Background: an optimization exercise with open tools, aiming at small area and a short achievable clock period. Do not read the settings as production practice.
At most, simulation tests tie the RTL to the original design; equivalence was not proved.

Setup of job 101:
==> flow/design.v (excerpt) <==
module Synth(
  input         clock,
  input         reset,
  input  [19:0] io_Freq_0,
  input  [19:0] io_Freq_1,
  input  [19:0] io_Freq_2,
  input  [19:0] io_Freq_3,
  input  [19:0] io_Freq_4,
  input  [19:0] io_Freq_5,
  input  [17:0] io_Amp_0,
  input  [17:0] io_Amp_1,
  input  [17:0] io_Amp_2,
  input  [17:0] io_Amp_3,
  input  [17:0] io_Amp_4,
  input  [17:0] io_Amp_5,
  output [22:0] io_Out
);
clock: 15.0 ns
lec_check: 0
cap_margin: 20
core_margin: 2
core_utilization: 40
cts_cluster_diameter: 150
cts_cluster_size: 24
slew_margin: 20
synth_hierarchical: 1
synth_minimum_keep_size: 0
tns_end_percent: 20
standard.sh (not shown) runs the stock make flow with config.mk's settings and CLKGATE_MAP_FILE= SYNTH_SCRIPT=/design/flow/synth_recipe.tcl, a recipe that flattens the netlist after the stock synthesis.
==> flow/flow/run.sh <==
#!/bin/bash
# Standard ORFS layout with a tighter setup-repair target and minimum-size
# port buffers. Full tool output goes to standard.log in the work folder.
set -euo pipefail
bash standard.sh SETUP_SLACK_MARGIN=8.5 'BUFFER_PORTS_ARGS=-buffer_cell sky130_fd_sc_hd__buf_1' finish > standard.log 2>&1
Job 101 completed; timing, DRC and antenna clean
Relative to job 101, the following input files were edited for job 102:
--- a/flow/design.v
+++ b/flow/design.v
@@ -321,20 +321,22 @@
   wire [22:0] prow = {23{t[11]}} & {{3{Pres[19]}}, Pres};
   wire [17:0] m2;
   wire  [5:0] asel = {t[11], t[9], t[7], t[5], t[3], t[1]};
   wire        ph0 = ~ph;
   genvar q, r;
   generate
     for (q = 0; q < 18; q = q + 1) begin : amux
-      wire [6:0] n;
+      wire [5:0] n;
       for (r = 0; r < 6; r = r + 1) begin : an
         NAND2 u (.a(amp[r][q]), .b(asel[r]), .y(n[r]));
       end
-      NAND2 uf (.a(fold[q]), .b(ph0), .y(n[6]));
-      NAND7 uo (.a(n), .y(m2[q]));
+      wire na, nf;
+      AND6 ua (.a(n[5:0]), .y(na));
+      NAND2 uf (.a(fold[q]), .b(ph0), .y(nf));
+      NAND2 uo (.a(na), .b(nf), .y(m2[q]));
     end
   endgenerate
   wire [20:0] wx = {2'b00, Wv, 1'b0};
   wire [20:0] fx = {2'b00, fold, 1'b0};
   wire [20:0] ix = {2'b00, index[17:0], 1'b0};
   wire [9:0]  neg;
   wire [18:0] pp0, pp1, pp2, pp3, pp4, pp5, pp6, pp7, pp8, pp9;
@@ -847,17 +849,18 @@
   wire g0_12;
   GC ugc0_12 (.gh(g11_12), .ph(p11_12), .gl(g0_10), .g(g0_12));
   wire g0_16;
   GC ugc0_16 (.gh(g13_16), .ph(p13_16), .gl(g0_12), .g(g0_16));
   wire c17 = g0_16;
   assign R0 = {tc420, tc418, tc416, tc412, tc408, tc402, tc396, tc388, tc380, tc370, tc360, tc348, tc336, tc322, tc308, tc292, tc276, tc258, tc240, tc220, tc200, tc180, tc162, tc144, tc128, tc112, tc98, tc84, ts81, tc60, tc50, ts47, ts37, ts29, ts21, ts15, ts9, pp1[0], pp0[1], pp0[0]};
   assign R1 = {ts421, ts419, ts417, ts415, ts411, ts407, ts401, ts395, ts387, ts379, ts369, ts359, ts347, ts335, ts321, ts307, ts291, ts275, ts257, ts239, ts219, ts199, ts179, ts161, ts143, ts127, ts111, ts97, ts83, ts71, ts59, ts49, ts39, ts31, ts23, ts17, ts11, ts7, ts3, ts1};
-  wire [19:0] A0 = t[7] ? W1S : t[11] ? 20'h0 : R0[36:17];
-  wire [19:0] A1 = t[7] ? W1C : t[11] ? 20'h0 : R1[36:17];
-  wire        ac = t[7] ? W1c : t[11] ? 1'b0  : c17;
+  wire        gR = ~(t[7] | t[11]);
+  wire [19:0] A0 = ({20{gR}} & R0[36:17]) | ({20{t[7]}} & W1S);
+  wire [19:0] A1 = ({20{gR}} & R1[36:17]) | ({20{t[7]}} & W1C);
+  wire        ac = (gR & c17) | (t[7] & W1c);
   wire [19:0] X0n = A0 ^ A1 ^ irs_n;
   wire [19:0] X1n = {(A0[18:0] & A1[18:0]) | (A0[18:0] & irs_n[18:0]) | (A1[18:0] & irs_n[18:0]), ac};
   always @(posedge clock) begin
     if (reset) begin
       t <= 12'h001;
       ph <= 1'b0;
       incR <= 1'b0;
@@ -934,13 +937,13 @@
 module NAND2(
   input  a,
   input  b,
   output y
 );
   assign y = ~(a & b);
 endmodule
-module NAND7(
-  input  [6:0] a,
+module AND6(
+  input  [5:0] a,
   output       y
 );
-  assign y = ~&a;
+  assign y = &a;
 endmodule
Results
- Job 102 finished end to end and its layout was clean on timing, DRC and antenna.
- Delta (job 102 minus job 101): depth of the critical timing path with buffers and inverters included rose by 2.
- Min final worst-path cycle share across job 102 and job 101: job 102
- Changes observed in job 102 relative to job 101: cell area grew by 0.33%.
- Min post-layout net count across job 102 and job 101: job 101
- Job 102 against job 101: achievable frequency grew by 0.0021 GHz, routed wire length on met2 shrank by 2.9%.
- Share of post-route cells with drive strength above 1: job 102 > job 101
- Job 102 against job 101; non-clock inverter instance count of the final layout is down by a few percent.
The RTL of job 101 was laid out without a check of its function.


06-14:
Another version of the RTL of Synth (not shown whole).
For scale: ~3600 cells after synthesis, ~480 flip-flops, roughly 34000 µm² of cells after synthesis.
==> flow/design.v (excerpt) <==
module Synth(
  input         clock,
  input         reset,
  input  [19:0] io_Freq_0,
  input  [19:0] io_Freq_1,
  input  [19:0] io_Freq_2,
  input  [19:0] io_Freq_3,
  input  [19:0] io_Freq_4,
  input  [19:0] io_Freq_5,
  input  [17:0] io_Amp_0,
  input  [17:0] io_Amp_1,
  input  [17:0] io_Amp_2,
  input  [17:0] io_Amp_3,
  input  [17:0] io_Amp_4,
  input  [17:0] io_Amp_5,
  output [22:0] io_Out
);
clock: 15.0 ns
lec_check: 0
cap_margin: 20
core_margin: 2
core_utilization: 40
slew_margin: 20
synth_hierarchical: 1
synth_minimum_keep_size: 0
tns_end_percent: 20
Scripts as last shown in full above: flow/flow/run.sh
Edits applied to the flow inputs when going from 06-14 to 11-05:
diff --git a/flow/design.v b/flow/design.v
--- a/flow/design.v
+++ b/flow/design.v
@@ -12,25 +12,24 @@
   input  [17:0] io_Amp_2,
   input  [17:0] io_Amp_3,
   input  [17:0] io_Amp_4,
   input  [17:0] io_Amp_5,
   output [22:0] io_Out
 );
   reg [11:0] t;              
   reg        ph;             
   reg [19:0] div [0:5];
   reg [19:0] idx [0:5];
   reg [19:0] X0, X1;         
   reg        Xc;
-  reg [19:0] IR5;            
   reg        negR;           
   reg [17:0] WS, WC;         
   reg        Wc;
   reg [19:0] PS, PC;         
   reg        Pc;
   reg [19:0] W1S, W1C;       
   reg        W1c;
   reg [20:0] OS, OC;         
   reg        Oc;
   wire [19:0] freq [0:5];
   wire [17:0] amp  [0:5];
   assign freq[0] = io_Freq_0; assign freq[1] = io_Freq_1; assign freq[2] = io_Freq_2;
@@ -1138,29 +1137,27 @@
   wire g0_8;
   GC ugc0_8 (.gh(g8_8), .ph(p8_8), .gl(g0_7), .g(g0_8));
   wire g0_10;
   GC ugc0_10 (.gh(g9_10), .ph(p9_10), .gl(g0_8), .g(g0_10));
   wire g0_12;
   GC ugc0_12 (.gh(g11_12), .ph(p11_12), .gl(g0_10), .g(g0_12));
   wire g0_16;
   GC ugc0_16 (.gh(g13_16), .ph(p13_16), .gl(g0_12), .g(g0_16));
   wire c17 = g0_16;
   assign R0 = {tc462, tc460, tc456, tc450, tc444, tc436, tc428, tc418, tc408, tc396, tc384, tc370, tc356, tc340, tc324, tc306, tc288, tc268, tc248, tc226, tc204, tc182, ts179, tc144, tc128, tc112, tc98, tc84, ts81, tc60, tc50, ts47, ts37, ts29, ts21, ts15, ts9, pp1[0], pp0[1], pp0[0]};
   assign R1 = {ts463, ts461, ts459, ts455, ts449, ts443, ts435, ts427, ts417, ts407, ts395, ts383, ts369, ts355, ts339, ts323, ts305, ts287, ts267, ts247, ts225, ts203, ts181, ts161, ts143, ts127, ts111, ts97, ts83, ts71, ts59, ts49, ts39, ts31, ts23, ts17, ts11, ts7, ts3, ts1};
   wire        c18 = (R0[17] & R1[17]) | ((R0[17] | R1[17]) & c17);
-  wire [19:0] nIR5 = ~IR5;
-  wire [19:0] s1 = W1S ^ W1C ^ nIR5;
-  wire [19:0] k1 = {(W1S[18:0] & W1C[18:0]) | (W1S[18:0] & nIR5[18:0]) | (W1C[18:0] & nIR5[18:0]), W1c};
-  wire [19:0] Y0 = s1 ^ k1 ^ irs_n;
-  wire [19:0] Y1 = {(s1[18:0] & k1[18:0]) | (s1[18:0] & irs_n[18:0]) | (k1[18:0] & irs_n[18:0]), 1'b1};
+  wire [19:0] wop = t[10] ? ~irs_c : irs_n;
+  wire [19:0] Y0 = W1S ^ W1C ^ wop;
+  wire [19:0] Y1 = {(W1S[18:0] & W1C[18:0]) | (W1S[18:0] & wop[18:0]) | (W1C[18:0] & wop[18:0]), W1c};
   always @(posedge clock) begin
     if (reset) begin
       t <= 12'h001;
       ph <= 1'b0;
       negR <= 1'b0;
       X0 <= 20'h0;
       X1 <= 20'h0;
       Xc <= 1'b0;
     end else begin
       t <= {t[10:0], t[11]};
       ph <= ~ph;
       negR <= index[19] ^ (ieq_n & ~ph & (&index[18:0]));
@@ -1178,30 +1175,32 @@
         Xc <= c17;
       end
     end
     WS <= R0[35:18];
     WC <= R1[35:18];
     Wc <= c18;
     if (t[7]) begin
       PS <= R0[36:17];
       PC <= R1[36:17];
       Pc <= c17;
     end
     if (reset) begin
-      IR5 <= 20'h0;
       W1S <= 20'h0;
       W1C <= 20'h0;
       W1c <= 1'b0;
+    end else if (t[10]) begin
+      W1S <= Y0;
+      W1C <= Y1;
+      W1c <= 1'b1;
     end else if (t[9]) begin
-      IR5 <= irs_n;
       W1S <= R0[36:17];
       W1C <= R1[36:17];
       W1c <= c17;
     end
     if (reset) begin
       OS <= 21'h0;
       OC <= 21'h0;
       Oc <= 1'b0;
     end else if (t[11]) begin
       OS <= R0[37:17];
       OC <= R1[37:17];
       Oc <= c17;
## What came out
- | final routed wire length divided by cell count | 06-14 vs 11-05 | ≈ equal |
- 11-05 can be clocked faster than 06-14.
- On initial core utilization, 06-14 and 11-05 are basically level.
- [compare] base=06-14 new=11-05: aggregate routed wire length up about 0.33%; global-route usage up 0.30 points.
- Compared 06-14 against 11-05; final non-filler cell area within noise.
- Between 06-14 and 11-05, the cell count went up.
- Going from 06-14 to 11-05, first-pass detailed-route iteration total fell 3; fraction of area in registers shows a reduction of 1.0 points; non-clock buffer count increased 42; post-layout utilization of the core barely changed; number of vias in the routed layout has increased.
- Across both runs, multi-input gate share of total cell area was higher for 11-05 than for 06-14.
No functional check of the RTL was part of any run of this note.

[separate check: timing with driven ports]
The results above use ideal ports. As a check the final layouts listed here were re-extracted and re-timed, cells and wires unchanged. Step 1: set_driving_cell puts a clkbuf_16 on clock and a buf_2 on each other input, an assumption about the parent block. Step 2, shift: input delay + t, output delay - t, t = (earliest + latest rising clock arrival at the registers) / 2. This alone moves slack from input paths to output paths. Slacks: ideal / step 1 / step 2; pairs: ideal / step 1.
| run | t, ns | setup WS [ns] | slew at the worst register clock pin (ns) | cell pins on the clock port's net |
|---|---|---|---|---|
| job 101 | 0.623 | 7.878 / 7.917 / 7.293 | 0.11 / 0.11 | 1 |
| job 102 | 0.619 | 7.981 / 8.015 / 7.396 | 0.10 / 0.10 | 1 |
| 06-14 | 0.681 | 7.850 / 7.889 / 7.208 | 0.07 / 0.07 | 1 |
| 11-05 | 0.648 | 7.949 / 7.984 / 7.336 | 0.06 / 0.06 | 1 |
After both steps setup and hold are still met in every run listed. The setup slack of 06-14, which loses most, moves by +0.039 ns with the drivers and by -0.642 ns with both steps.
